This design comes from an exercise in tuning for small area, a short achievable clock period and few clock cycles on the open sky130 flow, not from production work. Where RTL was checked, it was by simulation tests only, not by an equivalence proof against the original.

Design SOBEL, start of the top module:
module  SOBEL(clk,reset,busy,ready,iaddr,idata,cdata_rd,cdata_wr,caddr_rd,caddr_wr,cwr,crd,csel	);
For scale: roughly 730 cells after synthesis, ~0.0073 mm² of cells after synthesis.
==> flow/config.mk <==
export PLATFORM = sky130hd
export DESIGN_NAME = SOBEL
export DESIGN_NICKNAME = SOBEL
export VERILOG_FILES = /design/flow/design.v
export SDC_FILE = /design/flow/constraint.sdc
export NUM_CORES = 4
export LEC_CHECK = 0
export CAP_MARGIN = 20
export CORE_MARGIN = 2
export CORE_UTILIZATION = 40
export CTS_BUF_LIST = sky130_fd_sc_hd__clkbuf_8
export CTS_CLUSTER_SIZE = 30
export PLACE_DENSITY = 0.65
export SETUP_SLACK_MARGIN = 2.4
export SLEW_MARGIN = 20
==> flow/constraint.sdc <==
create_clock -name core_clock -period 5.0 [get_ports {clk}]
set_input_delay 1.0000 -clock core_clock [delete_from_list [all_inputs] [get_ports {clk}]]
set_output_delay 1.0000 -clock core_clock [all_outputs]
set_load 0.01 [all_outputs]
standard.sh (not shown) runs the stock make flow with config.mk's settings and CLKGATE_MAP_FILE= SYNTH_SCRIPT=/design/flow/synth_recipe.tcl, a recipe that flattens the netlist after the stock synthesis.
==> flow/flow/run.sh <==
#!/bin/bash
# The standard layout, with plain buffers (instead of delay cells) on the
# input and output ports. Each tool's output goes to its own log here.
set -euo pipefail
export BUFFER_PORTS_ARGS="-buffer_cell sky130_fd_sc_hd__buf_2"
bash standard.sh > standard.log 2>&1
The starting point went through all stages and came out clean.
Testbench counts at the start, summed over its fixed seeds: cycles 789,544.
Change:
CORE_UTILIZATION = 55   (was 40)
PLACE_DENSITY = unset   (was 0.65)
The new run produced a clean layout. Global-route usage climbs by 7.1 points. Clock-buffer cell count goes up by 1. Die area fell by 27%. Hold slack hardly moves. Sequential share of layout area is about the same.
Change:
CORE_UTILIZATION = 40   (was 55)
PLACE_DENSITY = 0.75   (was unset)
SETUP_SLACK_MARGIN = 2.6   (was 2.4)
Via count barely changes.
Worst setup slack gets better by 0.083 ns.
Die area increases by well over a third.
Final cell count is higher by a few percent.
Global-route usage drops by 6.9 points.
Sequential share of layout area is lower by 0.96 points.
Clock-buffer cell count shrinks by 1.
Change:
==> flow/flow/run.sh (replaced) <==
#!/bin/bash
# The standard layout, with plain buffers (instead of delay cells) on the
# input and output ports, and full/half adder cells left out so that abc
# maps the adders itself. Each tool's output goes to its own log here.
set -euo pipefail
cp config.mk own_config.mk
echo 'export DONT_USE_CELLS = sky130_fd_sc_hd__fa_1 sky130_fd_sc_hd__fa_2 sky130_fd_sc_hd__fa_4 sky130_fd_sc_hd__ha_1 sky130_fd_sc_hd__ha_2 sky130_fd_sc_hd__ha_4 sky130_fd_sc_hd__fah_1 sky130_fd_sc_hd__fahcin_1 sky130_fd_sc_hd__fahcon_1' >> own_config.mk
echo 'export BUFFER_PORTS_ARGS = -buffer_cell sky130_fd_sc_hd__buf_2' >> own_config.mk
sed "s#DESIGN_CONFIG=[^ ]*config.mk#DESIGN_CONFIG=$PWD/own_config.mk#" standard.sh > own_standard.sh
bash own_standard.sh > standard.log 2>&1
PLACE_DENSITY = unset   (was 0.75)
SETUP_SLACK_MARGIN = 2.4   (was 2.6)
Routed wire length goes up by 2.4%.
Flip-flop and latch count stays the same.
Global-route usage goes up by 1.7 points.
Register-to-register slack degrades by 0.68 ns.
Setup slack degrades by 0.66 ns.

---

Another version of the RTL of SOBEL (not shown whole).
For scale: roughly 690 cells after synthesis, ~120 flip-flops, roughly 81 I/O pins, roughly 7000 um^2 of cells after synthesis.
clock: 5.0 ns
lec_check: 0
cap_margin: 20
core_margin: 2
core_utilization: 40
cts_buf_list: sky130_fd_sc_hd__clkbuf_4
setup_slack_margin: 2.2
slew_margin: 20
run.sh (not shown) runs the stock make flow with config.mk's settings and CLKGATE_MAP_FILE= SYNTH_SCRIPT=/design/flow/synth_recipe.tcl, a recipe that flattens the netlist after the stock synthesis.
Stock flow here: none of the scripts above is used.
==> next run, changes <==
CTS_BUF_LIST = sky130_fd_sc_hd__clkbuf_8   (was sky130_fd_sc_hd__clkbuf_4)
CTS_CLUSTER_SIZE = 30   (was default)
Outcome: Fmax is about the same. Global-route usage is about the same. Sequential share of layout area goes down by 0.78 points. Final cell count goes up by 0.50%. Via count is about the same. Routed wire length goes up by 0.68%. Count of clock-buffer cells in the layout stays the same. Die area is unchanged. Setup slack stays flat.
Function was not checked in any run of this note: the RTL went through the layout flow alone.

---

SOBEL with an RTL version that a note above also has.
Size: about 130 flip-flops, about 7300 sq um of cells after synthesis.
clock: 5.0 ns
lec_check: 0
cap_margin: 0
core_margin: 2
core_utilization: 40
cts_buf_list: sky130_fd_sc_hd__clkbuf_8
cts_cluster_size: 30
place_density: 0.75
setup_slack_margin: 2.4
slew_margin: 0
standard.sh (not shown) runs the stock make flow with config.mk's settings and CLKGATE_MAP_FILE= SYNTH_SCRIPT=/design/flow/synth_recipe.tcl, a recipe that flattens the netlist after the stock synthesis.
==> flow/flow/run.sh <==
#!/bin/bash
# The standard layout, with plain buffers (instead of delay cells) on the
# input and output ports. Each tool's output goes to its own log here.
set -euo pipefail
export BUFFER_PORTS_ARGS="-buffer_cell sky130_fd_sc_hd__buf_2"
bash standard.sh > standard.log 2>&1
Testbench counts at the start, summed over its fixed seeds: cycles 789,544.
==> next run, changes <==
Settings changed: CAP_MARGIN 0 to 20, SETUP_SLACK_MARGIN 2.4 to 2.2, SLEW_MARGIN 0 to 20.
After rerunning: Area after synthesis is unchanged. Via count goes down slightly.

==> static timing again, ports no longer ideal <==
The flow's constraints put no driver on any port. The routed layouts listed below were extracted and timed again, unchanged, in two steps.
Step 1 (the two cells are an assumption about what drives the block):
set clk [get_ports {clk}]
set_driving_cell -lib_cell sky130_fd_sc_hd__clkbuf_16 $clk
set_driving_cell -lib_cell sky130_fd_sc_hd__buf_2 [delete_from_list [all_inputs] $clk]
Step 2 moves the port delays by t, midway between the first and last clock arrival at a register: inputs arrive t later, outputs are due t later. That takes back most of the time a late clock gives input paths.
Three values: ideal, step 1, step 2; two values: the first two.
run	t (ns)	slack for setup (ns)	worst hold slack (ns)	slew at the worst register clock pin (ns)	worst slew at a driven data input, ns
the first run of note 1	0.479	2.505 / 2.485 / 2.505	0.423 / 0.423 / 0.423	0.09 / 0.09	0.05
the second run of note 1	0.480	2.501 / 2.462 / 2.516	0.423 / 0.423 / 0.423	0.08 / 0.08	0.04
the third run of note 1	0.477	2.584 / 2.545 / 2.599	0.422 / 0.422 / 0.422	0.08 / 0.08	0.05
the fourth run of note 1	0.472	1.922 / 1.922 / 1.922	0.420 / 0.420 / 0.420	0.08 / 0.08	0.04
the first run of note 2	0.560	2.252 / 2.252 / 2.252	0.425 / 0.425 / 0.425	0.12 / 0.12	0.04
the second run of note 2	0.478	2.254 / 2.254 / 2.254	0.421 / 0.421 / 0.421	0.08 / 0.08	0.04
the first run of note 3	0.466	2.552 / 2.518 / 2.571	0.416 / 0.416 / 0.416	0.07 / 0.07	0.05
the second run of note 3	0.475	2.357 / 2.323 / 2.367	0.420 / 0.420 / 0.420	0.08 / 0.08	0.05
After both steps every run listed still meets setup and hold.
